Background: an optimization exercise with open tools, aiming at small area, a short achievable clock period and few clock cycles. Do not read the settings as production practice.
Only simulation tests tie the RTL to the original design; equivalence was not proved.

==> flow/design.v <==
`timescale 1ns/10ps
module  SOBEL(clk,reset,busy,ready,iaddr,idata,cdata_rd,cdata_wr,caddr_rd,caddr_wr,cwr,crd,csel	);
input				clk;
input				reset;
output	reg 		busy;
input				ready;
output 	reg [16:0]		iaddr;
input  	[7:0]		idata;
input	[7:0]		cdata_rd;
output	[7:0]		cdata_wr;
output 	[15:0]		caddr_rd;
output 	reg [15:0]	caddr_wr;
output	reg         cwr;
output              crd;
output 	reg [1:0]	csel;
assign caddr_rd = 16'd0;
assign crd = 1'b0;
wire rmid = csel == 2'd3;
wire rbot = csel == 2'd1;
wire top  = csel == 2'd3;
reg ptop;        
reg pbot;        
reg vnext;       
reg started;     
reg  rowend;     
wire done   = top & cwr & (&caddr_wr);
reg [8:0]  idr;   
reg [9:0]  N;     
reg [9:0]  S1;    
reg [9:0]  S2;    
reg [8:0]  K;     
reg [8:0]  D1;    
reg [10:0] G2;    
reg [10:0] cw;    
reg [10:0] ybuf;  
wire [8:0]  d0  = ~K;                                    
wire [9:0]  nsum = (ptop ? 10'd0 : N) + {1'b0, idr};
wire [8:0]  ksum = K + idr;
wire [10:0] gx   = {1'b0, S2} - {1'b0, N};               
wire [10:0] gy   = G2 + {{2{d0[8]}}, d0};
wire [10:0] g2n  = {{2{D1[8]}}, D1} + {d0[8], d0, 1'b0};
wire [7:0]  yc   = ybuf[10] ? 8'd0 : (|ybuf[9:8]) ? 8'hff : ybuf[7:0];
wire [9:0]  csum = {1'b0, cdata_wr, 1'b1} + {1'b0, yc, 1'b1};   
assign cdata_wr = cw[10] ? 8'd0 : (|cw[9:8]) ? 8'hff : cw[7:0];
always @(posedge clk) begin
    idr <= rmid ? {idata, 1'b0} : {1'b0, idata};
    N <= nsum;
    if (ptop) begin
        S1 <= N;
        S2 <= S1;
        D1 <= d0;
        G2 <= g2n;
        K  <= ~idr;
    end else if (pbot) begin
        K  <= ksum;
    end
    cw   <= ptop ? gx : {3'd0, yc};
    ybuf <= ptop ? gy : {3'd0, csum[9:2]};
end
always @(posedge clk or posedge reset) begin
    if (reset) begin
        busy     <= 1'b0;
        csel     <= 2'd0;
        ptop     <= 1'b0;
        pbot     <= 1'b0;
        iaddr    <= 17'd0;
        caddr_wr <= 16'd0;
        cwr      <= 1'b0;
        vnext    <= 1'b0;
        started  <= 1'b0;
        rowend   <= 1'b0;
    end else if (busy) begin
        csel  <= done ? 2'd0 : {~csel[1] | ~csel[0], csel[1]};
        ptop  <= csel == 2'd2;
        pbot  <= csel == 2'd1;
        iaddr <= rbot ? iaddr + 17'h1FDFD + {16'd0, rowend} : iaddr + 17'd258;
        if (top) begin
            cwr      <= vnext & ~done;
            vnext    <= ~rowend & started;
            started  <= started | iaddr[0];
            if (cwr) caddr_wr <= caddr_wr + 16'd1;
            rowend   <= caddr_wr[7:0] == (cwr ? 8'd253 : 8'd254);
            if (done) busy <= 1'b0;
        end
    end else if (ready & ~started) begin
        busy <= 1'b1;
        csel <= 2'd2;
    end
end
endmodule
==> flow/flow/run.sh <==
#!/bin/bash
# The standard layout, with plain buffers (instead of delay cells) on the
# input and output ports. Each tool's output goes to its own log here.
set -euo pipefail
export BUFFER_PORTS_ARGS="-buffer_cell sky130_fd_sc_hd__buf_2"
bash standard.sh > standard.log 2>&1
==> flow/standard.sh <==
#!/bin/bash
# synth_recipe.tcl (not shown) runs the flow's synth.tcl, then flattens the netlist and writes it again
# the make line also repeats each setting of config.mk as NAME=value (left out here)
make -C /OpenROAD-flow-scripts/flow DESIGN_CONFIG=/design/flow/config.mk WORK_HOME=/design/flow/orfs CLKGATE_MAP_FILE= SYNTH_SCRIPT=/design/flow/synth_recipe.tcl "${@:-finish}"
==> flow/config.mk <==
export PLATFORM = sky130hd
export DESIGN_NAME = SOBEL
export DESIGN_NICKNAME = SOBEL
export VERILOG_FILES = /design/flow/design.v
export SDC_FILE = /design/flow/constraint.sdc
export NUM_CORES = 4
export LEC_CHECK = 0
export CAP_MARGIN = 20
export CORE_MARGIN = 2
export CORE_UTILIZATION = 40
export CTS_BUF_LIST = sky130_fd_sc_hd__clkbuf_8
export CTS_CLUSTER_SIZE = 30
export PLACE_DENSITY = 0.75
export SETUP_SLACK_MARGIN = 2.4
export SLEW_MARGIN = 20
==> flow/constraint.sdc <==
create_clock -name core_clock -period 5.0 [get_ports {clk}]
set_input_delay 1.0000 -clock core_clock [delete_from_list [all_inputs] [get_ports {clk}]]
set_output_delay 1.0000 -clock core_clock [all_outputs]
set_load 0.01 [all_outputs]
==> impl_metrics.py, run 1 <==
metrics = {
    "setup_path": {
        "critPathMaxStageDelay_ns": 0.33,
        "crit_start": "cw[8]$_SDFF_PN0_",
        "cp-start-kind": "flop",
        "worstReg2RegEnd": "G2[10]$_DFFE_PP_",
        "crit_chain": "or2_4 > nor2_1 > or2_2 > inv_1 > buf_2",
        "worstPathMaxFanout": 7,
        "critPathKind": "reg2out",
        "crit_end": "cdata_wr[1]",
        "cp-end-kind": "output port",
        "rr_worst_depth": 8,
        "rrSetupSlack_ns": 2.57,
        "r2r_start": "K[1]$_DFFE_PP_",
        "cp_slowest_cell": "dfxtp_1",
        "worst_ep_required_time_ns": 4.00,
        "critPathArrivalTime_ns": 1.45,
    },
    "final_layout": {
        "multiInputGateArea_sq_mm": 0.00369,
        "layout.area.seq_sq_mm": 0.00335,
        "diodes": 0,
        "area_delta_synth_final_pct": 11.6,
        "fillers": 1692,
        "finish.utilization_pct": 45.5,
        "drive_above_1_share_pct": 15.2,
        "nNetsFinal": 871,
    },
    "yosys": {
        "synth_top_flop_cell": "edfxtp_1",
        "synth-edff-count": 49,
        "synth_top_area_cell": "edfxtp_1",
        "syn_area_per_cell_sq_um": 10.0,
        "yosysWarnings": 1,
        "synthArstFlopShare_pct": 31.8,
        "ys_types": 68,
        "ys_seq_area_share_pct": 45.7,
        "yosysTopAreaCellShare_pct": 20.1,
        "syn_inst": 730,
        "netlist_top_cells_area": "edfxtp_1, dfrtp_1, dfxtp_1, ha_1, xnor2_1",
        "synth_most_common_cell": "nor2_1",
        "synth.cell_area_sq_mm": 0.00732,
        "synthTopCellsByCount": "nor2_1, ha_1, nand2_1",
        "ys_seq_elements": 132,
    },
    "floorplan": {
        "initial_core_util_pct": 40.8,
        "fp.dieArea_sq_mm": 0.0194,
        "num_rows": 49,
        "die_h_um": 139,
        "coreArea_sq_mm": 0.0180,
        "die_x_um": 139,
        "io_pins": 81,
    },
    "global_route": {
        "grt_first_pass_wirelength_mm": 23.4,
        "grtUsageMet3_pct": 4.37,
        "grtUsageMet2_pct": 23.3,
        "top_usage_layer": "met2",
        "grt_use_total_pct": 14.6,
        "grt_max_degree": 47,
        "antenna_found_initial": 1,
        "grt_pass1_vias": 5058,
        "grtUsageMet1_pct": 18.7,
        "grt-ovfl-total": 0,
    },
    "clocking": {
        "clk_pin_slew_ns": 0.07,
        "clock_latency_ns": 0.44,
        "clockBufferDepth": 2,
        "root_buffer": "clkbuf_8",
        "cts_buffers": 17,
        "numClockSinks": 132,
        "ctsHoldBuffers": 0,
        "h-tree-depth": 4,
        "cts_tree": "built",
    },
    "detailed_routing": {
        "vias": 5283,
        "firstDrtPassIters": 6,
        "drc": 0,
        "antenna_left": 0,
        "wl_per_cell_um": 13.5,
        "viasPerCell": 5.13,
        "wl_mm": 13.9,
        "drt_iter0_drc": 207,
    },
    "timing": {
        "setup_tns_ns": 0,
        "setup_viol": 0,
        "hold_viol_final": 0,
        "rsz0062_at_grt": "yes",
        "drv_slew": 0,
        "fin_crit_sh_pct": 49.0,
        "fmax_ghz": 0.408,
        "period_minus_slack_ns": 2.45,
        "setup_slack_ns": 2.55,
        "max-slew-margin-rel_pct": 48.2,
        "finalClockSkew_ns": 0.0129,
        "worst_pin_slew_ns": 0.776,
        "holdWs_ns": 0.416,
    },
    "status": {
        "status": "finished clean",
    },
    "placement": {
        "hpwl_mm": 10.2,
        "place_congestion": 0.877,
        "port_buffers": 55,
        "post-place-ws_ns": 2.26,
    },
    "worst_hold_path": {
        "hp-class": "reg2reg",
    },
    "run": {
        "cap_violations": 0,
    },
}
-- layout by cell type (no fill, tap or decap), types with 6 or more instances in the layout --
cell / count
nand2_1: 58
o21a_1: 7
mux2_2: 11
a211oi_1: 6
clkbuf_8: 17
xor2_1: 19
conb_1: 17
buf_2: 55
a21oi_1: 28
or2_2: 6
dfrtp_1: 41
nor2b_1: 8
xnor2_1: 41
nor2_1: 73
inv_1: 48
edfxtp_1: 49
a21o_1: 9
nor4_1: 6
o21ai_0: 49
o31ai_1: 7
nor3_1: 20
dfxtp_1: 41
nand3_1: 11
ha_1: 58
nand4_1: 10
buf_4: 6
-- cell type report --
class	count	share of cell area, %
tap	229	3.51
sequential	132	40.9
inverter	42	1.93
clock buffer	17	2.86
timing repair buffer	63	4.24
multi-input combinational	532	45.1
clock inverter	15	1.38
-- kinds of logic (layout without fill, tap and decap cells) --
logic type / after synthesis / count (layout) / synth area share, %
flops: 132 / 132 / 45.7
fa+ha+maj: 64 / 64 / 11.6
mux: 15 / 15 / 2.24
simple gates: 223 / 223 / 14.5
xor+xnor: 60 / 60 / 7.18
buf+inv: 82 / 137 / 5.28
compound gates: 153 / 153 / 13.6
other cells: 1 / 17 / 0.0512
-- repair_timing --
action | 4_1_cts | 5_1_grt
buffers inserted | 0 | 4
endpoints found under the setup margin | 5 | 11
gates cloned | 0 | 0
resized for setup | 3 | 10
pin swaps | 0 | 2
-- metal layers --
layer	wire length [um]	vias to the layer above
met5	0	-
met3	739	19
met1	6470	2476
met4	211	0
met2	6510	112
li1	-	2676
-- sequential cells by signal, indices dropped and copies added, names as in the netlist, 2 cells and up --
name and flops:
G2 11, ybuf 11, caddr_wr 16, cw 11, D1 9, K 9, S1 10, iaddr 17
idr 9, S2 10, N 10, csel 2
-- worst min path at each step --
stage / from / end / slack [ns] / cells after the start
2_1_floorplan: D1[0]$_DFFE_PP_ / G2[0]$_DFFE_PP_ / 0.40 / 0
3_3_place_gp: S1[0]$_DFFE_PP_ / S2[0]$_DFFE_PP_ / 0.40 / 0
3_5_place_dp: S1[0]$_DFFE_PP_ / S2[0]$_DFFE_PP_ / 0.40 / 0
4_1_cts: S1[3]$_DFFE_PP_ / S2[3]$_DFFE_PP_ / 0.42 / 0
5_1_grt: S1[4]$_DFFE_PP_ / S2[4]$_DFFE_PP_ / 0.42 / 0
6_report: S1[3]$_DFFE_PP_ / S2[3]$_DFFE_PP_ / 0.42 / 0
-- critical path, delay by kind of cell (launching register included) --
family	cells	cell delay (ns)
flip-flops	1	0.33
AND/OR/NAND/NOR	3	0.48
buffers and inverters	2	0.21
-- stage by stage --
| step | instances | cell area [sq um] |
|---|---|---|
| finish | 1030 | 8170 |
| global route | 1030 | 8170 |
| CTS | 1026 | 8110 |
| detailed placement | 994 | 7760 |
| global placement | 994 | 7760 |
| floorplan | 746 | 7420 |
Testbench counts, summed over its fixed seeds: cycles 789,544.
==> inputs of run 2 (changes only) <==
--- a/flow/config.mk
+++ b/flow/config.mk
@@ -12,3 +12,2 @@
 export CTS_CLUSTER_SIZE = 30
-export PLACE_DENSITY = 0.75
 export SETUP_SLACK_MARGIN = 2.4
==> impl_metrics.py, run 2 <==
metrics = {
    "clocking": {
        "root_buffer": "clkbuf_8",
        "clk_pin_slew_ns": 0.07,
        "cts_buffers": 17,
        "clock_latency_ns": 0.45,
        "h-tree-depth": 4,
        "cts_tree": "built",
        "numClockSinks": 132,
        "clockBufferDepth": 2,
        "ctsHoldBuffers": 0,
    },
    "yosys": {
        "netlist_top_cells_area": "edfxtp_1, dfrtp_1, dfxtp_1, ha_1, xnor2_1",
        "ys_seq_elements": 132,
        "synth-edff-count": 49,
        "synth_top_area_cell": "edfxtp_1",
        "syn_area_per_cell_sq_um": 10.0,
        "ys_types": 68,
        "yosysTopAreaCellShare_pct": 20.1,
        "synthTopCellsByCount": "nor2_1, ha_1, nand2_1",
        "synth.cell_area_sq_mm": 0.00732,
        "syn_inst": 730,
        "synth_top_flop_cell": "edfxtp_1",
        "ys_seq_area_share_pct": 45.7,
        "yosysWarnings": 1,
        "synthArstFlopShare_pct": 31.8,
        "synth_most_common_cell": "nor2_1",
    },
    "placement": {
        "port_buffers": 55,
        "hpwl_mm": 10.1,
        "dp_cells": 993,
        "placed_area_sq_mm": 0.00775,
        "place_congestion": 0.775,
    },
    "timing": {
        "period_minus_slack_ns": 2.47,
        "fmax_ghz": 0.405,
        "fin_crit_sh_pct": 49.4,
        "rsz0062_at_grt": "yes",
        "max-slew-margin-rel_pct": 47.9,
        "hold_viol_final": 0,
        "setup_viol": 0,
        "finalClockSkew_ns": 0.00691,
        "setup_tns_ns": 0,
        "drv_slew": 0,
        "worst_pin_slew_ns": 0.782,
    },
    "setup_path": {
        "worstPathMaxFanout": 4,
        "crit_start": "K[1]$_DFFE_PP_",
        "cp-start-kind": "flop",
        "critPathKind": "reg2reg",
        "worst_ep_required_time_ns": 5.19,
        "critPathArrivalTime_ns": 2.66,
        "r2r_start": "K[1]$_DFFE_PP_",
        "cp-end-kind": "flop",
    },
    "worst_hold_path": {
        "hp-start": "S1[1]$_DFFE_PP_",
        "hp-class": "reg2reg",
    },
    "final_layout": {
        "final_cell_mix": "nor2_1, nand2_1, ha_1",
        "area_delta_synth_final_pct": 12.3,
        "final_common_cell": "nor2_1",
        "largestRegisters": "iaddr (17), caddr_wr (16)",
        "largest_reg_flops": 17,
        "fillers": 1711,
        "instances_no_fill": 1032,
        "nNetsFinal": 872,
        "drive_above_1_share_pct": 17.0,
        "fin_area_sq_mm": 0.00822,
        "largest_register": "iaddr",
    },
    "global_route": {
        "grtUsageMet1_pct": 19.5,
        "top_usage_layer": "met2",
        "grtUsageMet3_pct": 4.99,
        "grt_pass1_vias": 4965,
        "grt-ovfl-total": 0,
        "antenna_found_initial": 3,
        "grtUsageMet2_pct": 23.8,
        "grt_max_degree": 43,
        "grt_use_total_pct": 15.2,
        "grt_first_pass_wirelength_mm": 23.7,
    },
    "floorplan": {
        "num_rows": 49,
        "io_pins": 81,
        "die_x_um": 139,
        "initial_core_util_pct": 40.8,
        "fp.dieArea_sq_mm": 0.0194,
        "coreArea_sq_mm": 0.0180,
        "die_h_um": 139,
    },
    "detailed_routing": {
        "firstDrtPassIters": 5,
        "antenna_left": 0,
        "drt_iter0_drc": 277,
        "drc": 0,
        "viasPerCell": 5.04,
        "wl_per_cell_um": 14.0,
        "vias": 5197,
        "wl_mm": 14.4,
    },
    "status": {
        "status": "finished clean",
    },
    "run": {
        "cap_violations": 0,
    },
}
==> run 2: cell families (layout without fill, tap and decap cells) <==
kind of cell             count (synthesis)  in the layout  synth area share, %
AND/OR/NAND/NOR                        223            223                 14.5
AO/OA/AOI/OAI                          153            153                 13.6
flip-flops                             132            132                 45.7
buffers and inverters                   82            138                 5.28
adder cells (fa/ha/maj)                 64             64                 11.6
XOR/XNOR                                60             60                 7.18
multiplexers                            15             15                 2.24
other                                    1             18               0.0512
==> run 2: area by class of cell <==
cell class	count	area [sq um]	area share (%)
Antenna cell	1	2.50	0.0304
Clock buffer	17	234	2.84
Clock inverter	15	109	1.32
Inverter	42	158	1.92
Multi-Input combinational cell	532	3710	45.1
Sequential cell	132	3350	40.7
Tap cell	229	287	3.48
Timing Repair Buffer	64	379	4.61
==> run 2: final timing paths <==
kind                       slack (ns)  cells past startpoint                   to
min in group asynchronous        0.68                      3  csel[0]$_DFFE_PP0P_
max in group asynchronous        3.92                      3     ptop$_DFFE_PP0P_
setup / recovery                 2.53                      8       K[8]$_DFFE_PP_
hold reg to reg                  0.42                      0      S2[1]$_DFFE_PP_
hold / removal                   0.42                      0      S2[1]$_DFFE_PP_
setup reg to reg                 2.53                      8       K[8]$_DFFE_PP_
==> run 2: timing repair <==
action / CTS / global route
endpoints found under the setup margin: 5 / 10
buffers inserted: 1 / 5
pin swaps: 1 / 2
resized for setup: 2 / 11
==> run 2: metrics by stage <==
step	hold WS (ns)	utilization, %	setup WS [ns]
after floorplan	0.400	-	2.41
after global placement	0.401	43.1	2.27
after detailed placement	0.406	43.1	2.22
after CTS	0.424	45.2	2.35
after global routing	0.428	45.8	2.33
final	0.424	45.8	2.53
==> run 2: worst max-delay path, stage by stage, from the launching register on <==
cell	delay (ns)
edfxtp_1	0.45
buf_4	0.18
fa_2	0.41
a211oi_2	0.28
o21bai_2	0.13
a2111oi_4	0.33
o31a_1	0.18
o21ai_0	0.08
xor2_1	0.16
==> run 2: metal layers <==
layer | share of wire [%] | up-vias
met5 | 0.076 | -
met4 | 1.7 | 2
met3 | 5.2 | 22
met2 | 46 | 96
met1 | 47 | 2392
li1 | - | 2685
==> inputs of run 3 (changes only) <==
--- a/flow/config.mk
+++ b/flow/config.mk
@@ -12,2 +12,3 @@
 export CTS_CLUSTER_SIZE = 30
+export PLACE_DENSITY = 0.65
 export SETUP_SLACK_MARGIN = 2.4
==> impl_metrics.py, run 3 <==
metrics = {
    "timing": {
        "hold_viol_final": 0,
        "drv_slew": 0,
        "rsz0062_at_grt": "yes",
        "fin_crit_sh_pct": 49.9,
        "fmax_ghz": 0.401,
        "max-slew-margin-rel_pct": 49.3,
        "worst_pin_slew_ns": 0.761,
        "period_minus_slack_ns": 2.49,
        "finalClockSkew_ns": 0.00795,
        "setup_viol": 0,
        "setup_tns_ns": 0,
    },
    "yosys": {
        "synth-edff-count": 49,
        "ys_types": 68,
        "syn_inst": 730,
        "yosysWarnings": 1,
        "netlist_top_cells_area": "edfxtp_1, dfrtp_1, dfxtp_1, ha_1, xnor2_1",
        "synthArstFlopShare_pct": 31.8,
        "synth_top_area_cell": "edfxtp_1",
        "syn_area_per_cell_sq_um": 10.0,
        "yosysTopAreaCellShare_pct": 20.1,
        "synth_top_flop_cell": "edfxtp_1",
        "synthTopCellsByCount": "nor2_1, ha_1, nand2_1",
        "synth_most_common_cell": "nor2_1",
        "synth.cell_area_sq_mm": 0.00732,
        "ys_seq_area_share_pct": 45.7,
        "ys_seq_elements": 132,
    },
    "detailed_routing": {
        "met1_length_mm": 6.66,
        "antenna_left": 0,
        "drt_iter0_drc": 150,
        "wl_per_cell_um": 13.6,
        "viasPerCell": 5.03,
        "drc": 0,
        "met3_length_um": 719,
        "firstDrtPassIters": 4,
        "vias": 5175,
        "wl_met2_mm": 6.43,
        "wl_mm": 14.0,
        "top_layer_used": "met4",
    },
    "worst_hold_path": {
        "holdPathStages": 0,
        "hp-class": "reg2reg",
    },
    "final_layout": {
        "instances_no_fill": 1028,
        "fillers": 1703,
        "largestRegisters": "iaddr (17), caddr_wr (16)",
        "area_delta_synth_final_pct": 12.4,
        "largest_reg_flops": 17,
        "diodes": 0,
        "nNetsFinal": 869,
        "largest_register": "iaddr",
        "final_common_cell": "nor2_1",
        "fin_area_sq_mm": 0.00823,
        "final_cell_mix": "nor2_1, nand2_1, ha_1",
        "drive_above_1_share_pct": 16.5,
    },
    "setup_path": {
        "critPathKind": "reg2reg",
        "critPathArrivalTime_ns": 2.70,
        "cp.depth": 8,
        "rr_worst_depth": 8,
        "cp_slowest_cell": "fa_1",
        "worst_ep_required_time_ns": 5.20,
        "critPathMaxStageDelay_ns": 0.44,
        "cp-start-kind": "flop",
        "cp-end-kind": "flop",
        "crit_chain": "ha_1 > fa_1 > a211oi_2 > o21bai_1 > a2111oi_2 > o31a_1 > o21ai_0 > xor2_1",
        "worstPathMaxFanout": 3,
        "critical_path.top_delay_family": "compound AO/OA/AOI/OAI gates",
        "worst-path-buf-inv": 0,
    },
    "floorplan": {
        "io_pins": 81,
        "die_x_um": 139,
        "fp.dieArea_sq_mm": 0.0194,
        "coreArea_sq_mm": 0.0180,
        "initial_core_util_pct": 40.8,
        "num_rows": 49,
        "die_h_um": 139,
    },
    "clocking": {
        "cts_tree": "built",
        "ctsHoldBuffers": 0,
        "h-tree-depth": 4,
        "root_buffer": "clkbuf_8",
        "clk_pin_slew_ns": 0.09,
        "clock_latency_ns": 0.45,
        "clockBufferDepth": 2,
        "cts_buffers": 17,
        "numClockSinks": 132,
    },
    "global_route": {
        "grt_first_pass_wirelength_mm": 23.7,
        "grt-ovfl-total": 0,
        "grt_max_degree": 43,
        "grt_use_total_pct": 14.9,
        "antenna_found_initial": 0,
        "grt_pass1_vias": 4933,
    },
    "placement": {
        "dp_cells": 993,
        "port_buffers": 55,
        "place_congestion": 0.804,
        "hpwl_mm": 9.82,
        "placed_area_sq_mm": 0.00775,
    },
    "run": {
        "cap_violations": 0,
    },
    "status": {
        "status": "finished clean",
    },
}
-- run 3: layout make-up --
type                    instances  area (sq um)  area share, %
multi-input cells             532          3690           44.9
flip-flops and latches        132          3350           40.7
repair buffers                 61           350           4.26
well taps                     229           287           3.48
clock buffers                  17           234           2.84
clock inverters                15           158           1.92
inverters                      42           158           1.92
-- run 3: layer usage --
metal	GRT usage [%]	vias up
met2	23.6	84
met4	4.47	0
met1	19.7	2407
met5	0	-
li1	-	2671
met3	4.68	13
-- run 3: kinds of logic (layout without fill, tap and decap cells) --
logic type / after synthesis / count (layout) / share of synthesized area, %
XOR/XNOR: 60 / 60 / 7.18
buffers and inverters: 82 / 135 / 5.28
other: 1 / 17 / 0.0512
multiplexers: 15 / 15 / 2.24
AO/OA/AOI/OAI: 153 / 153 / 13.6
AND/OR/NAND/NOR: 223 / 223 / 14.5
flip-flops: 132 / 132 / 45.7
adder cells (fa/ha/maj): 64 / 64 / 11.6
-- run 3: stage by stage --
stage,util [%],hold slack [ns],setup slack [ns]
floorplan,-,0.400,2.41
global placement,43.1,0.400,2.30
detailed placement,43.1,0.405,2.20
CTS,45.5,0.422,2.41
global route,45.8,0.426,2.32
finish,45.8,0.423,2.51
-- run 3: path summary, 6_finish.rpt --
kind	start	endpoint	slack (ns)
max in group asynchronous	reset	ptop$_DFFE_PP0P_	3.92
hold / removal	S1[0]$_DFFE_PP_	S2[0]$_DFFE_PP_	0.42
hold reg to reg	S1[0]$_DFFE_PP_	S2[0]$_DFFE_PP_	0.42
min in group asynchronous	reset	iaddr[16]$_DFFE_PP0P_	0.67
setup / recovery	K[0]$_DFFE_PP_	K[8]$_DFFE_PP_	2.51
setup reg to reg	K[0]$_DFFE_PP_	K[8]$_DFFE_PP_	2.51
-- run 3: timing repair --
item | in CTS | in global routing
resized for setup | 3 | 7
endpoints found under the setup margin | 5 | 10
pin swaps | 0 | 2
buffers inserted | 1 | 2
==> inputs of run 4 (changes only) <==
--- a/flow/flow/run.sh
+++ b/flow/flow/run.sh
@@ -4,3 +4,3 @@
 set -euo pipefail
-export BUFFER_PORTS_ARGS="-buffer_cell sky130_fd_sc_hd__buf_2"
+export BUFFER_PORTS_ARGS="-buffer_cell sky130_fd_sc_hd__buf_1"
 bash standard.sh > standard.log 2>&1
--- a/flow/config.mk
+++ b/flow/config.mk
@@ -12,3 +12,2 @@
 export CTS_CLUSTER_SIZE = 30
-export PLACE_DENSITY = 0.65
 export SETUP_SLACK_MARGIN = 2.4
==> impl_metrics.py, run 4 <==
metrics = {
    "detailed_routing": {
        "met3_length_um": 732,
        "viasPerCell": 5.02,
        "drc": 0,
        "wl_met2_mm": 6.76,
        "wl_per_cell_um": 14.1,
        "top_layer_used": "met4",
        "vias": 5172,
        "firstDrtPassIters": 4,
        "drt_iter0_drc": 321,
        "antenna_left": 0,
        "wl_mm": 14.5,
        "met1_length_mm": 6.90,
    },
    "yosys": {
        "synth_most_common_cell": "nor2_1",
        "syn_inst": 730,
        "synthAdderAreaFrac_pct": 11.6,
        "synthTopCellsByCount": "nor2_1, ha_1, nand2_1",
        "synth_top_flop_cell": "edfxtp_1",
        "netlist_top_cells_area": "edfxtp_1, dfrtp_1, dfxtp_1, ha_1, xnor2_1",
        "yosys.area_share.simple_pct": 14.5,
        "synth_top_family_by_area": "simple AND/OR/NAND/NOR gates",
        "ys_seq_area_share_pct": 45.7,
        "synth_xor_area_share_pct": 7.18,
        "synthArstFlopShare_pct": 31.8,
        "synth_mux_area_share_pct": 2.24,
        "yosysWarnings": 1,
        "synth-edff-count": 49,
        "synth.cell_area_sq_mm": 0.00732,
        "ys_types": 68,
        "yosysTopAreaCellShare_pct": 20.1,
        "syn_area_per_cell_sq_um": 10.0,
        "synth_top_area_cell": "edfxtp_1",
        "ys_seq_elements": 132,
        "synth_compound_area_share_pct": 13.6,
    },
    "clocking": {
        "cts_buffers": 17,
        "clockBufferDepth": 2,
        "clk_pin_slew_ns": 0.07,
        "clock_latency_ns": 0.44,
        "ctsHoldBuffers": 0,
        "root_buffer": "clkbuf_8",
        "numClockSinks": 132,
        "h-tree-depth": 4,
        "cts_tree": "built",
    },
    "floorplan": {
        "io_pins": 81,
        "die_x_um": 139,
        "coreArea_sq_mm": 0.0180,
        "fp.dieArea_sq_mm": 0.0194,
        "initial_core_util_pct": 40.8,
        "die_h_um": 139,
        "num_rows": 49,
    },
    "setup_path": {
        "cp-start-kind": "flop",
        "critPathKind": "reg2reg",
        "worstPathMaxFanout": 3,
        "worst_ep_required_time_ns": 5.19,
        "critPathArrivalTime_ns": 2.74,
        "cp-end-kind": "flop",
        "rrSetupSlack_ns": 2.45,
    },
    "placement": {
        "post-place-ws_ns": 2.27,
        "port_buffers": 55,
        "placed_area_sq_mm": 0.00768,
        "place_congestion": 0.774,
        "hpwl_mm": 10.1,
    },
    "timing": {
        "fin_crit_sh_pct": 51.0,
        "period_minus_slack_ns": 2.55,
        "setup_tns_ns": 0,
        "setup_viol": 0,
        "holdWs_ns": 0.420,
        "finalClockSkew_ns": 0.0131,
        "hold_viol_final": 0,
        "fmax_ghz": 0.392,
        "rsz0062_at_grt": "yes",
        "setup_slack_ns": 2.45,
        "worst_pin_slew_ns": 0.775,
        "drv_slew": 0,
        "max-slew-margin-rel_pct": 48.3,
    },
    "final_layout": {
        "nNetsFinal": 871,
        "diodes": 0,
        "drive_above_1_share_pct": 9.86,
        "final_common_cell": "nor2_1",
        "fin_area_sq_mm": 0.00823,
        "fillers": 1738,
        "area_delta_synth_final_pct": 12.4,
        "layout.area.seq_sq_mm": 0.00335,
        "largest_reg_flops": 17,
        "final_cell_mix": "nor2_1, nand2_1, ha_1",
        "largest_register": "iaddr",
        "multiInputGateArea_sq_mm": 0.00371,
        "largestRegisters": "iaddr (17), caddr_wr (16)",
    },
    "global_route": {
        "grt_use_total_pct": 15.3,
        "grt-ovfl-total": 0,
        "grt_pass1_vias": 5050,
        "grt_max_degree": 43,
        "grt_first_pass_wirelength_mm": 24.2,
        "antenna_found_initial": 0,
    },
    "run": {
        "cap_violations": 0,
    },
    "status": {
        "status": "finished clean",
    },
    "worst_hold_path": {
        "hp-class": "reg2reg",
    },
}
run 4: cell count changes in the layout (fill, tap and decap cells not counted), moves of 2 or more:
cell and change:
clkinv_2 +2, o21ai_1 +3, buf_1 +54, bufinv_16 +4
buf_2 -55, inv_1 +2, inv_8 -5, inv_6 -4
inv_4 +3, clkinv_8 -2, o21ai_0 -3
run 4: worst paths after layout:
path | startpoint | depth (start not counted) | end
min in group asynchronous | reset | 3 | iaddr[12]$_DFFE_PP0P_
worst min register to register | S1[2]$_DFFE_PP_ | 0 | S2[2]$_DFFE_PP_
worst min-delay path | S1[2]$_DFFE_PP_ | 0 | S2[2]$_DFFE_PP_
max in group asynchronous | reset | 3 | ptop$_DFFE_PP0P_
worst max register to register | K[1]$_DFFE_PP_ | 8 | K[8]$_DFFE_PP_
worst max-delay path | K[1]$_DFFE_PP_ | 8 | K[8]$_DFFE_PP_
run 4: through the flow:
stage	std cells	utilization, %
4_1_cts	1026	45.3
3_5_place_dp	993	42.8
5_1_grt	1030	45.8
6_report	1030	45.8
3_3_place_gp	993	42.8
2_1_floorplan	746	-
run 4: cells by family after synthesis:
logic type | after synthesis
and+or+nand+nor | 223
AOI/OAI and AO/OA | 153
DFF | 132
buffers and inverters | 82
adders and majority gates | 64
xor gates and xnor gates | 60
muxes | 15
other | 1
run 4: per-layer routing:
layer / GRT usage (%) / vias up
li1: - / 2671
met1: 19.9 / 2402
met2: 24.7 / 89
met3: 4.96 / 10
met4: 4.25 / 0
met5: 0 / -
run 4: worst max-delay path, cell delays in order (launching register included):
cell,delay [ns]
edfxtp_1,0.43
buf_4,0.18
fa_1,0.49
a211oi_2,0.28
o21bai_1,0.18
a2111oi_4,0.35
o31a_1,0.19
o21ai_1,0.06
xor2_1,0.16
run 4: area by class of cell:
class / instances / area share, %
Multi-Input combinational cell: 532 / 45.1
Sequential cell: 132 / 40.7
Timing Repair Buffer: 63 / 3.69
Tap cell: 229 / 3.48
Clock buffer: 17 / 2.84
Clock inverter: 15 / 2.30
Inverter: 42 / 1.92
run 4: timing repair:
item                       in CTS  in global routing
pin swaps                       1                  2
buffers inserted                1                  4
resized for setup               3                 13
setup endpoints to repair       5                 10
==> inputs of run 5 (changes only) <==
--- a/flow/flow/run.sh
+++ b/flow/flow/run.sh
@@ -4,3 +4,3 @@
 set -euo pipefail
-export BUFFER_PORTS_ARGS="-buffer_cell sky130_fd_sc_hd__buf_1"
+export BUFFER_PORTS_ARGS="-buffer_cell sky130_fd_sc_hd__buf_2"
 bash standard.sh > standard.log 2>&1
--- a/flow/config.mk
+++ b/flow/config.mk
@@ -9,3 +9,3 @@
 export CORE_MARGIN = 2
-export CORE_UTILIZATION = 40
+export CORE_UTILIZATION = 55
 export CTS_BUF_LIST = sky130_fd_sc_hd__clkbuf_8
==> impl_metrics.py, run 5 <==
metrics = {
    "timing": {
        "rsz0062_at_grt": "yes",
        "setup_slack_ns": 2.50,
        "setup_viol": 0,
        "fin_crit_sh_pct": 50.0,
        "finalClockSkew_ns": 0.00743,
        "period_minus_slack_ns": 2.50,
        "worst_pin_slew_ns": 0.734,
        "holdWs_ns": 0.423,
        "hold_viol_final": 0,
        "max-slew-margin-rel_pct": 51.1,
        "drv_slew": 0,
        "fmax_ghz": 0.400,
        "setup_tns_ns": 0,
    },
    "run": {
        "cap_violations": 0,
    },
    "yosys": {
        "synth_top_flop_cell": "edfxtp_1",
        "syn_inst": 730,
        "synth.cell_area_sq_mm": 0.00732,
        "netlist_top_cells_area": "edfxtp_1, dfrtp_1, dfxtp_1, ha_1, xnor2_1",
        "synthTopCellsByCount": "nor2_1, ha_1, nand2_1",
        "synthArstFlopShare_pct": 31.8,
        "ys_types": 68,
        "syn_area_per_cell_sq_um": 10.0,
        "synth-edff-count": 49,
        "ys_seq_area_share_pct": 45.7,
        "synth_top_area_cell": "edfxtp_1",
        "yosysWarnings": 1,
        "yosysTopAreaCellShare_pct": 20.1,
        "synth_most_common_cell": "nor2_1",
        "ys_seq_elements": 132,
    },
    "clocking": {
        "clock_latency_ns": 0.45,
        "ctsHoldBuffers": 0,
        "cts_tree": "built",
        "clockBufferDepth": 2,
        "numClockSinks": 132,
        "root_buffer": "clkbuf_8",
        "h-tree-depth": 4,
        "clk_pin_slew_ns": 0.08,
        "cts_buffers": 17,
    },
    "floorplan": {
        "die_x_um": 119,
        "die_h_um": 119,
        "fp.dieArea_sq_mm": 0.0143,
        "num_rows": 42,
        "initial_core_util_pct": 55.7,
        "io_pins": 81,
        "coreArea_sq_mm": 0.0131,
    },
    "setup_path": {
        "cp-end-kind": "output port",
        "worstReg2RegEnd": "K[8]$_DFFE_PP_",
        "rr_worst_depth": 8,
        "r2r_start": "K[1]$_DFFE_PP_",
        "critPathArrivalTime_ns": 1.50,
        "rrSetupSlack_ns": 2.52,
        "critPathKind": "reg2out",
        "worstPathMaxFanout": 7,
        "worst_ep_required_time_ns": 4.00,
        "cp-start-kind": "flop",
    },
    "worst_hold_path": {
        "hp-start": "S1[6]$_DFFE_PP_",
        "holdPathStages": 0,
        "min_to": "S2[6]$_DFFE_PP_",
        "hp-class": "reg2reg",
    },
    "status": {
        "status": "finished clean",
    },
    "final_layout": {
        "drive_above_1_share_pct": 17.0,
        "fin_area_sq_mm": 0.00821,
        "layout.area.seq_sq_mm": 0.00335,
        "finish.utilization_pct": 62.5,
        "area_delta_synth_final_pct": 12.1,
        "diodes": 0,
        "nNetsFinal": 871,
        "largest_register": "iaddr",
        "final_common_cell": "nor2_1",
        "fillers": 1128,
        "largestRegisters": "iaddr (17), caddr_wr (16)",
        "largest_reg_flops": 17,
        "final_cell_mix": "nor2_1, nand2_1, ha_1",
        "instances_no_fill": 977,
        "multiInputGateArea_sq_mm": 0.00373,
    },
    "detailed_routing": {
        "drc": 0,
        "wl_mm": 15.1,
        "vias": 5371,
        "viasPerCell": 5.50,
        "antenna_left": 0,
        "wl_per_cell_um": 15.4,
        "firstDrtPassIters": 4,
        "drt_iter0_drc": 238,
    },
    "placement": {
        "placed_area_sq_mm": 0.00768,
        "hpwl_mm": 10.7,
        "port_buffers": 55,
        "dp_cells": 940,
        "post-place-ws_ns": 2.20,
        "place_congestion": 0.818,
    },
    "global_route": {
        "grt_first_pass_wirelength_mm": 24.8,
        "antenna_found_initial": 0,
        "grt-ovfl-total": 0,
        "grt_max_degree": 43,
        "grt_pass1_vias": 5349,
        "grt_use_total_pct": 22.0,
    },
}
-- run 5: cell counts after synthesis --
Identical to the previous run, type by type.
-- run 5: how the worst max path moves through the flow --
stage	start	slack, ns	end	cells after the start
floorplan	ptop$_DFFE_PP0P_	2.41	N[9]$_DFF_P_	13
global placement	ybuf[9]$_SDFF_PN0_	2.23	ybuf[6]$_DFF_P_	10
detailed placement	ybuf[9]$_SDFF_PN0_	2.20	ybuf[6]$_DFF_P_	10
CTS	K[0]$_DFFE_PP_	2.40	K[8]$_DFFE_PP_	8
global route	ptop$_DFFE_PP0P_	2.36	N[8]$_DFF_P_	10
finish	cw[9]$_SDFF_PN0_	2.50	cdata_wr[1]	5
-- run 5: what timing repair did --
| action | CTS | global route |
|---|---|---|
| gates resized for setup | 3 | 14 |
| pin swaps | 0 | 3 |
| setup buffers | 1 | 4 |
| endpoints found under the setup margin | 5 | 11 |
-- run 5: cell type report --
type / instances / share of cell area [%]
Inverter: 42 / 1.92
Timing Repair Buffer: 63 / 4.53
Sequential cell: 132 / 40.8
Clock buffer: 18 / 3.02
Multi-Input combinational cell: 532 / 45.4
Clock inverter: 14 / 1.69
Tap cell: 176 / 2.68
-- run 5: routing by layer --
layer | up-vias | wire (um) | global-route usage, %
li1 | 2675 | - | -
met1 | 2558 | 6480 | 26.4
met2 | 118 | 7650 | 37.3
met3 | 20 | 597 | 5.08
met4 | 0 | 351 | 10.7
met5 | - | 0 | 0
-- run 5: worst max-delay path: stages, from the launching register on --
cell,delay (ns)
dfxtp_1,0.33
or2_4,0.15
nor2_1,0.04
or2_2,0.30
inv_1,0.10
buf_2,0.13
-- run 5: kinds of logic (layout without fill, tap and decap cells) --
logic type	Yosys count	count (layout)	synth area share, %
AOI/OAI and AO/OA	153	153	13.6
xor gates and xnor gates	60	60	7.18
adders and majority gates	64	64	11.6
buffers and inverters	82	137	5.28
DFF	132	132	45.7
muxes	15	15	2.24
other	1	17	0.0512
and+or+nand+nor	223	223	14.5
==> inputs of run 6 (changes only) <==
--- a/flow/config.mk
+++ b/flow/config.mk
@@ -7,8 +7,9 @@
 export LEC_CHECK = 0
-export CAP_MARGIN = 20
+export CAP_MARGIN = 0
 export CORE_MARGIN = 2
-export CORE_UTILIZATION = 55
+export CORE_UTILIZATION = 40
 export CTS_BUF_LIST = sky130_fd_sc_hd__clkbuf_8
 export CTS_CLUSTER_SIZE = 30
+export PLACE_DENSITY = 0.75
 export SETUP_SLACK_MARGIN = 2.4
-export SLEW_MARGIN = 20
+export SLEW_MARGIN = 0
==> impl_metrics.py, run 6 <==
metrics = {
    "yosys": {
        "yosysWarnings": 1,
        "ys_seq_area_share_pct": 45.7,
        "synth_most_common_cell": "nor2_1",
        "netlist_top_cells_area": "edfxtp_1, dfrtp_1, dfxtp_1, ha_1, xnor2_1",
        "synthArstFlopShare_pct": 31.8,
        "yosysTopAreaCellShare_pct": 20.1,
        "syn_inst": 730,
        "synth_top_flop_cell": "edfxtp_1",
        "syn_area_per_cell_sq_um": 10.0,
        "synth-edff-count": 49,
        "synth_top_area_cell": "edfxtp_1",
        "ys_types": 68,
        "synthTopCellsByCount": "nor2_1, ha_1, nand2_1",
        "synth.cell_area_sq_mm": 0.00732,
        "ys_seq_elements": 132,
    },
    "floorplan": {
        "io_pins": 81,
        "num_rows": 49,
        "initial_core_util_pct": 40.8,
        "fp.dieArea_sq_mm": 0.0194,
        "coreArea_sq_mm": 0.0180,
        "die_h_um": 139,
        "die_x_um": 139,
    },
    "placement": {
        "place_congestion": 0.877,
        "hpwl_mm": 10.2,
        "port_buffers": 55,
        "post-place-ws_ns": 2.26,
        "dp_cells": 994,
    },
    "setup_path": {
        "cp-start-kind": "flop",
        "crit_start": "cw[8]$_SDFF_PN0_",
        "cp-end-kind": "output port",
        "cp_slowest_cell": "dfxtp_1",
        "crit_chain": "or2_4 > nor2_1 > or2_2 > inv_1 > buf_2",
        "r2r_start": "K[1]$_DFFE_PP_",
        "critPathArrivalTime_ns": 1.45,
        "critPathMaxStageDelay_ns": 0.33,
        "critPathKind": "reg2out",
        "worstPathMaxFanout": 7,
        "worst_ep_required_time_ns": 4.00,
    },
    "worst_hold_path": {
        "hp-start": "S1[3]$_DFFE_PP_",
        "hp-class": "reg2reg",
    },
    "timing": {
        "setup_slack_ns": 2.55,
        "drv_slew": 0,
        "max-slew-margin-rel_pct": 48.2,
        "period_minus_slack_ns": 2.45,
        "fmax_ghz": 0.408,
        "hold_viol_final": 0,
        "setup_viol": 0,
        "worst_pin_slew_ns": 0.776,
        "fin_crit_sh_pct": 49.0,
        "finalClockSkew_ns": 0.0129,
        "rsz0062_at_grt": "yes",
        "setup_tns_ns": 0,
    },
    "final_layout": {
        "largest_reg_flops": 17,
        "final_cell_mix": "nor2_1, nand2_1, ha_1",
        "layout.area.seq_sq_mm": 0.00335,
        "largestRegisters": "iaddr (17), caddr_wr (16)",
        "finish.utilization_pct": 45.5,
        "fillers": 1692,
        "final_common_cell": "nor2_1",
        "multiInputGateArea_sq_mm": 0.00369,
        "largest_register": "iaddr",
        "instances_no_fill": 1030,
        "diodes": 0,
        "drive_above_1_share_pct": 15.2,
        "area_delta_synth_final_pct": 11.6,
        "nNetsFinal": 871,
    },
    "global_route": {
        "grt-ovfl-total": 0,
        "grt_max_degree": 47,
        "grt_pass1_vias": 5058,
        "antenna_found_initial": 1,
        "grt_use_total_pct": 14.6,
        "grt_first_pass_wirelength_mm": 23.4,
    },
    "clocking": {
        "h-tree-depth": 4,
        "ctsHoldBuffers": 0,
        "root_buffer": "clkbuf_8",
        "numClockSinks": 132,
        "clockBufferDepth": 2,
        "clock_latency_ns": 0.44,
        "cts_tree": "built",
        "cts_buffers": 17,
        "clk_pin_slew_ns": 0.07,
    },
    "run": {
        "cap_violations": 0,
    },
    "detailed_routing": {
        "firstDrtPassIters": 6,
        "vias": 5283,
        "antenna_left": 0,
        "viasPerCell": 5.13,
        "drt_iter0_drc": 207,
        "wl_mm": 13.9,
        "wl_per_cell_um": 13.5,
        "drc": 0,
    },
    "status": {
        "status": "finished clean",
    },
}
==> run 6: timing repair <==
action | 4_1_cts | 5_1_grt
pin swaps | 0 | 2
setup endpoints to repair | 5 | 11
resized for setup | 3 | 10
setup buffers | 0 | 4
==> run 6: per-stage QoR <==
stage / instance area (sq um) / hold WS, ns
after floorplan: 7420 / 0.400
after global placement: 7760 / 0.400
after detailed placement: 7760 / 0.405
after CTS: 8110 / 0.418
after global routing: 8170 / 0.424
final: 8170 / 0.416
==> run 6: layer usage <==
layer | wire length [um] | track usage (%)
met1 | 6470 | 18.7
met5 | 0 | 0
met3 | 739 | 4.37
met4 | 211 | 5.58
met2 | 6510 | 23.3
==> run 6: worst paths after layout <==
kind	endpoint	slack, ns	depth (start not counted)
worst max-delay path	cdata_wr[1]	2.55	5
worst min-delay path	S2[3]$_DFFE_PP_	0.42	0
worst max register to register	G2[10]$_DFFE_PP_	2.57	8
worst min register to register	S2[3]$_DFFE_PP_	0.42	0
max in group asynchronous	ptop$_DFFE_PP0P_	3.91	3
min in group asynchronous	iaddr[15]$_DFFE_PP0P_	0.69	3
==> run 6: kinds of logic after synthesis <==
| logic type | share of synthesized area, % |
|---|---|
| other | 0.0512 |
| and+or+nand+nor | 14.5 |
| AOI/OAI and AO/OA | 13.6 |
| muxes | 2.24 |
| xor gates and xnor gates | 7.18 |
| buffers and inverters | 5.28 |
| adders and majority gates | 11.6 |
| DFF | 45.7 |
==> run 6: final cells by class <==
| class | instances | share of cell area, % |
|---|---|---|
| repair buffers | 63 | 4.24 |
| multi-input cells | 532 | 45.1 |
| clock inverters | 15 | 1.38 |
| flip-flops and latches | 132 | 40.9 |
| well taps | 229 | 3.51 |
| inverters | 42 | 1.93 |
| clock buffers | 17 | 2.86 |
==> run 6: critical path: cells and delay by family, from the launching register on <==
| family | cells | cell delay [ns] |
|---|---|---|
| buf+inv | 2 | 0.21 |
| simple gates | 3 | 0.48 |
| flops | 1 | 0.33 |
==> inputs of run 7 (changes only) <==
==> flow/flow/run.sh (replaced) <==
#!/bin/bash
# The standard layout, with plain buffers (instead of delay cells) on the
# input and output ports and larger clock-tree clusters. Each tool's output
# goes to its own log here.
set -euo pipefail
export BUFFER_PORTS_ARGS="-buffer_cell sky130_fd_sc_hd__buf_2"
export CTS_ARGS="-sink_clustering_enable -repair_clock_nets -sink_clustering_size 30 -sink_clustering_max_diameter 300 -buf_list sky130_fd_sc_hd__clkbuf_8"
bash standard.sh > standard.log 2>&1
--- a/flow/config.mk
+++ b/flow/config.mk
@@ -7,3 +7,3 @@
 export LEC_CHECK = 0
-export CAP_MARGIN = 0
+export CAP_MARGIN = 20
 export CORE_MARGIN = 2
@@ -12,4 +12,3 @@
 export CTS_CLUSTER_SIZE = 30
-export PLACE_DENSITY = 0.75
 export SETUP_SLACK_MARGIN = 2.4
-export SLEW_MARGIN = 0
+export SLEW_MARGIN = 20
==> impl_metrics.py, run 7 <==
metrics = {
    "status": {
        "status": "finished clean",
    },
    "setup_path": {
        "rr_worst_depth": 8,
        "cp-start-kind": "flop",
        "worstReg2RegEnd": "K[8]$_DFFE_PP_",
        "critPathMaxStageDelay_ns": 0.45,
        "worstPathMaxFanout": 4,
        "cp_slowest_cell": "edfxtp_1",
        "cp-end-kind": "flop",
        "critPathArrivalTime_ns": 2.66,
        "critPathKind": "reg2reg",
        "worst_ep_required_time_ns": 5.19,
        "rrSetupSlack_ns": 2.53,
        "crit_chain": "buf_4 > fa_2 > a211oi_2 > o21bai_2 > a2111oi_4 > o31a_1 > o21ai_0 > xor2_1",
        "r2r_start": "K[1]$_DFFE_PP_",
    },
    "final_layout": {
        "instances_no_fill": 1032,
        "drive_above_1_share_pct": 17.0,
        "multiInputGateArea_sq_mm": 0.00371,
        "layout.area.seq_sq_mm": 0.00335,
        "largestRegisters": "iaddr (17), caddr_wr (16)",
        "final_cell_mix": "nor2_1, nand2_1, ha_1",
        "final_common_cell": "nor2_1",
        "largest_register": "iaddr",
        "nNetsFinal": 872,
        "area_delta_synth_final_pct": 12.3,
        "largest_reg_flops": 17,
        "fillers": 1711,
    },
    "timing": {
        "period_minus_slack_ns": 2.47,
        "setup_tns_ns": 0,
        "setup_viol": 0,
        "worst_pin_slew_ns": 0.782,
        "fmax_ghz": 0.405,
        "rsz0062_at_grt": "yes",
        "drv_slew": 0,
        "fin_crit_sh_pct": 49.4,
        "max-slew-margin-rel_pct": 47.9,
        "hold_viol_final": 0,
        "finalClockSkew_ns": 0.00691,
    },
    "floorplan": {
        "num_rows": 49,
        "io_pins": 81,
        "coreArea_sq_mm": 0.0180,
        "initial_core_util_pct": 40.8,
        "fp.dieArea_sq_mm": 0.0194,
        "die_h_um": 139,
        "die_x_um": 139,
    },
    "clocking": {
        "cts_buffers": 17,
        "clk_pin_slew_ns": 0.07,
        "root_buffer": "clkbuf_8",
        "clockBufferDepth": 2,
        "cts_tree": "built",
        "clock_latency_ns": 0.45,
        "h-tree-depth": 4,
        "numClockSinks": 132,
    },
    "yosys": {
        "ys_types": 68,
        "synth_most_common_cell": "nor2_1",
        "synth_top_area_cell": "edfxtp_1",
        "syn_area_per_cell_sq_um": 10.0,
        "yosysWarnings": 1,
        "synth_top_flop_cell": "edfxtp_1",
        "synthTopCellsByCount": "nor2_1, ha_1, nand2_1",
        "synth-edff-count": 49,
        "ys_seq_area_share_pct": 45.7,
        "netlist_top_cells_area": "edfxtp_1, dfrtp_1, dfxtp_1, ha_1, xnor2_1",
        "synth.cell_area_sq_mm": 0.00732,
        "synthArstFlopShare_pct": 31.8,
        "ys_seq_elements": 132,
        "syn_inst": 730,
        "yosysTopAreaCellShare_pct": 20.1,
    },
    "detailed_routing": {
        "vias": 5197,
        "viasPerCell": 5.04,
        "drc": 0,
        "drt_iter0_drc": 277,
        "wl_mm": 14.4,
        "wl_per_cell_um": 14.0,
        "antenna_left": 0,
        "firstDrtPassIters": 5,
    },
    "placement": {
        "port_buffers": 55,
        "place_congestion": 0.775,
        "hpwl_mm": 10.1,
        "dp_cells": 993,
    },
    "global_route": {
        "grt_use_total_pct": 15.2,
        "grt-ovfl-total": 0,
        "grt_first_pass_wirelength_mm": 23.7,
        "grt_max_degree": 43,
        "grt_pass1_vias": 4965,
        "antenna_found_initial": 3,
    },
    "worst_hold_path": {
        "min_to": "S2[1]$_DFFE_PP_",
        "holdPathStages": 0,
        "hp-start": "S1[1]$_DFFE_PP_",
        "hp-class": "reg2reg",
    },
    "run": {
        "cap_violations": 0,
    },
}
run 7: per-stage QoR:
| stage | utilization [%] | hold slack (ns) | instance area (sq um) | setup WS (ns) |
|---|---|---|---|---|
| final | 45.8 | 0.424 | 8220 | 2.53 |
| after global routing | 45.8 | 0.428 | 8220 | 2.33 |
| after CTS | 45.2 | 0.424 | 8120 | 2.35 |
| after detailed placement | 43.1 | 0.406 | 7750 | 2.22 |
| after global placement | 43.1 | 0.401 | 7750 | 2.27 |
| after floorplan | - | 0.400 | 7420 | 2.41 |
run 7: area by class of cell:
cell class	instances	share of cell area [%]
clock buffers	17	2.84
inverters	42	1.92
well taps	229	3.48
clock inverters	15	1.32
repair buffers	64	4.61
diodes	1	0.0304
flip-flops and latches	132	40.7
multi-input cells	532	45.1
run 7: worst max-delay path by stage:
stage                  startpoint         endpoint  slack [ns]  cells past startpoint
2_1_floorplan    ptop$_DFFE_PP0P_     N[9]$_DFF_P_        2.41                     13
3_3_place_gp   ybuf[9]$_SDFF_PN0_  ybuf[6]$_DFF_P_        2.27                     10
3_5_place_dp   ybuf[9]$_SDFF_PN0_  ybuf[6]$_DFF_P_        2.22                     10
4_1_cts        ybuf[9]$_SDFF_PN0_  ybuf[6]$_DFF_P_        2.35                     10
5_1_grt        ybuf[9]$_SDFF_PN0_  ybuf[6]$_DFF_P_        2.33                     10
6_report           K[1]$_DFFE_PP_   K[8]$_DFFE_PP_        2.53                      8
run 7: critical path: cells and delay by family (launching register included):
kind                     cells  cell delay [ns]
adder cells (fa/ha/maj)      1             0.41
buffers and inverters        1             0.18
flip-flops                   1             0.45
XOR/XNOR                     1             0.16
AO/OA/AOI/OAI                5             1.00
run 7: repair_timing:
action / CTS / global route
setup endpoints to repair: 5 / 10
pin swaps: 1 / 2
gates resized for setup: 2 / 11
buffers inserted: 1 / 5
hold buffers: 0 / 0
run 7: routing by layer:
metal / track usage, % / routed length [um] / up-vias
li1: - / - / 2685
met1: 19.5 / 6760 / 2392
met2: 23.8 / 6680 / 96
met3: 4.99 / 753 / 22
met4: 5.95 / 244 / 2
met5: 0 / 11 / -
run 7: logic make-up after synthesis:
logic type / share of synthesized area [%]
compound gates: 13.6
buf+inv: 5.28
mux: 2.24
fa+ha+maj: 11.6
other cells: 0.0512
xor+xnor: 7.18
simple gates: 14.5
flops: 45.7
==> inputs of run 8 (changes only) <==
==> flow/flow/run.sh (replaced) <==
#!/bin/bash
# The standard layout, with plain buffers (instead of delay cells) on the
# input and output ports, and full/half adder cells left out so that abc
# maps the adders itself. Each tool's output goes to its own log here.
set -euo pipefail
export BUFFER_PORTS_ARGS="-buffer_cell sky130_fd_sc_hd__buf_2"
export DONT_USE_CELLS="sky130_fd_sc_hd__fa_1 sky130_fd_sc_hd__fa_2 sky130_fd_sc_hd__fa_4 sky130_fd_sc_hd__ha_1 sky130_fd_sc_hd__ha_2 sky130_fd_sc_hd__ha_4 sky130_fd_sc_hd__fah_1 sky130_fd_sc_hd__fahcin_1 sky130_fd_sc_hd__fahcon_1"
bash standard.sh > standard.log 2>&1
==> impl_metrics.py, run 8 <==
metrics = {
    "yosys": {
        "syn_area_per_cell_sq_um": 10.0,
        "ys_seq_elements": 132,
        "ys_types": 68,
        "synth_compound_area_share_pct": 13.6,
        "synthAdderAreaFrac_pct": 11.6,
        "synth_top_area_cell": "edfxtp_1",
        "synth_mux_area_share_pct": 2.24,
        "syn_inst": 730,
        "yosysTopAreaCellShare_pct": 20.1,
        "synth_most_common_cell": "nor2_1",
        "netlist_top_cells_area": "edfxtp_1, dfrtp_1, dfxtp_1, ha_1, xnor2_1",
        "synthArstFlopShare_pct": 31.8,
        "synth_top_family_by_area": "simple AND/OR/NAND/NOR gates",
        "synthTopCellsByCount": "nor2_1, ha_1, nand2_1",
        "ys_seq_area_share_pct": 45.7,
        "synth_top_flop_cell": "edfxtp_1",
        "synth.cell_area_sq_mm": 0.00732,
        "synth-edff-count": 49,
        "yosysWarnings": 1,
        "synth_xor_area_share_pct": 7.18,
        "yosys.area_share.simple_pct": 14.5,
    },
    "setup_path": {
        "worst_ep_required_time_ns": 5.19,
        "worstPathMaxFanout": 4,
        "crit_start": "K[1]$_DFFE_PP_",
        "worstReg2RegEnd": "K[8]$_DFFE_PP_",
        "rrSetupSlack_ns": 2.53,
        "critPathArrivalTime_ns": 2.66,
        "crit_end": "K[8]$_DFFE_PP_",
        "cp-end-kind": "flop",
        "r2r_start": "K[1]$_DFFE_PP_",
        "cp-start-kind": "flop",
        "critPathKind": "reg2reg",
        "rr_worst_depth": 8,
    },
    "global_route": {
        "grt_first_pass_wirelength_mm": 23.7,
        "grt-ovfl-total": 0,
        "antenna_found_initial": 3,
        "grt_use_total_pct": 15.2,
        "grt_pass1_vias": 4965,
        "grt_max_degree": 43,
    },
    "timing": {
        "rsz0062_at_grt": "yes",
        "hold_viol_final": 0,
        "finalClockSkew_ns": 0.00691,
        "drv_slew": 0,
        "holdWs_ns": 0.424,
        "period_minus_slack_ns": 2.47,
        "worst_pin_slew_ns": 0.782,
        "max-slew-margin-rel_pct": 47.9,
        "setup_viol": 0,
        "fin_crit_sh_pct": 49.4,
        "fmax_ghz": 0.405,
        "setup_tns_ns": 0,
    },
    "floorplan": {
        "num_rows": 49,
        "die_x_um": 139,
        "fp.dieArea_sq_mm": 0.0194,
        "coreArea_sq_mm": 0.0180,
        "io_pins": 81,
        "die_h_um": 139,
        "initial_core_util_pct": 40.8,
    },
    "final_layout": {
        "final_cell_mix": "nor2_1, nand2_1, ha_1",
        "largestRegisters": "iaddr (17), caddr_wr (16)",
        "largest_reg_flops": 17,
        "final_common_cell": "nor2_1",
        "drive_above_1_share_pct": 17.0,
        "finish.utilization_pct": 45.8,
        "instances_no_fill": 1032,
        "nNetsFinal": 872,
        "largest_register": "iaddr",
        "area_delta_synth_final_pct": 12.3,
    },
    "placement": {
        "place_congestion": 0.775,
        "dp_cells": 993,
        "hpwl_mm": 10.1,
        "port_buffers": 55,
    },
    "clocking": {
        "h-tree-depth": 4,
        "numClockSinks": 132,
        "clk_pin_slew_ns": 0.07,
        "clockBufferDepth": 2,
        "clock_latency_ns": 0.45,
        "cts_buffers": 17,
        "root_buffer": "clkbuf_8",
        "ctsHoldBuffers": 0,
        "cts_tree": "built",
    },
    "detailed_routing": {
        "vias": 5197,
        "wl_mm": 14.4,
        "drc": 0,
        "antenna_left": 0,
        "wl_per_cell_um": 14.0,
        "firstDrtPassIters": 5,
        "viasPerCell": 5.04,
        "drt_iter0_drc": 277,
    },
    "worst_hold_path": {
        "hp-class": "reg2reg",
    },
    "status": {
        "status": "finished clean",
    },
    "run": {
        "cap_violations": 0,
    },
}
==> run 8: kinds of logic after synthesis <==
group | Yosys count
other | 1
buffers and inverters | 82
flip-flops | 132
AO/OA/AOI/OAI | 153
adder cells (fa/ha/maj) | 64
multiplexers | 15
AND/OR/NAND/NOR | 223
XOR/XNOR | 60
==> run 8: worst min path at each step <==
stage	from	depth (start not counted)	endpoint	slack, ns
finish	S1[1]$_DFFE_PP_	0	S2[1]$_DFFE_PP_	0.42
global route	S1[0]$_DFFE_PP_	0	S2[0]$_DFFE_PP_	0.43
floorplan	D1[0]$_DFFE_PP_	0	G2[0]$_DFFE_PP_	0.40
global placement	S1[1]$_DFFE_PP_	0	S2[1]$_DFFE_PP_	0.40
CTS	S1[0]$_DFFE_PP_	0	S2[0]$_DFFE_PP_	0.42
detailed placement	S1[0]$_DFFE_PP_	0	S2[0]$_DFFE_PP_	0.41
==> run 8: cell type report <==
type,count,area (sq um)
timing repair buffer,64,379
fill,1711,9740
sequential,132,3350
clock inverter,15,109
antenna,1,2.50
multi-input combinational,532,3710
tap,229,287
clock buffer,17,234
inverter,42,158
==> run 8: critical path, stage by stage (launching register included) <==
cell	delay, ns
edfxtp_1	0.45
buf_4	0.18
fa_2	0.41
a211oi_2	0.28
o21bai_2	0.13
a2111oi_4	0.33
o31a_1	0.18
o21ai_0	0.08
xor2_1	0.16
==> run 8: routing by layer <==
layer	share of wire (%)	GRT usage, %
met5	0.076	0
met4	1.7	5.95
met3	5.2	4.99
met2	46	23.8
met1	47	19.5
==> run 8: metrics by stage <==
| step | area, sq um | setup slack [ns] |
|---|---|---|
| global placement | 7750 | 2.27 |
| finish | 8220 | 2.53 |
| global route | 8220 | 2.33 |
| detailed placement | 7750 | 2.22 |
| floorplan | 7420 | 2.41 |
| CTS | 8120 | 2.35 |
==> run 8: repair_timing <==
action                                  in CTS  in global routing
endpoints found under the setup margin       5                 10
setup buffers                                1                  5
pin swaps                                    1                  2
resized for setup                            2                 11

## static timing again, ports no longer ideal
No port has a modelled driver above. Below, the same layouts with a new extraction and two added sets of constraints.
Step 1 (the two cells are an assumption about what drives the block):
set clk [get_ports {clk}]
set_driving_cell -lib_cell sky130_fd_sc_hd__clkbuf_16 $clk
set_driving_cell -lib_cell sky130_fd_sc_hd__buf_2 [delete_from_list [all_inputs] $clk]
Step 2 moves the port delays by t, midway between the first and last clock arrival at a register: inputs arrive t later, outputs are due t later. That takes back most of the time a late clock gives input paths.
Three values: no drivers, after step 1, after step 2; two values: the first two.
| run | t, ns | slack for setup (ns) | clock arrival spread, ns |
|---|---|---|---|
| run 1 | 0.466 | 2.552 / 2.518 / 2.571 | 0.013 / 0.013 |
| run 2 | 0.483 | 2.532 / 2.502 / 2.532 | 0.009 / 0.008 |
| run 3 | 0.479 | 2.505 / 2.485 / 2.505 | 0.010 / 0.010 |
| run 4 | 0.469 | 2.452 / 2.452 / 2.452 | 0.013 / 0.013 |
| run 5 | 0.480 | 2.501 / 2.462 / 2.516 | 0.009 / 0.008 |
| run 6 | 0.466 | 2.552 / 2.518 / 2.571 | 0.013 / 0.013 |
| run 7 | 0.483 | 2.532 / 2.502 / 2.532 | 0.009 / 0.008 |
| run 8 | 0.483 | 2.532 / 2.502 / 2.532 | 0.009 / 0.008 |
After both steps setup and hold are still met in every run listed.
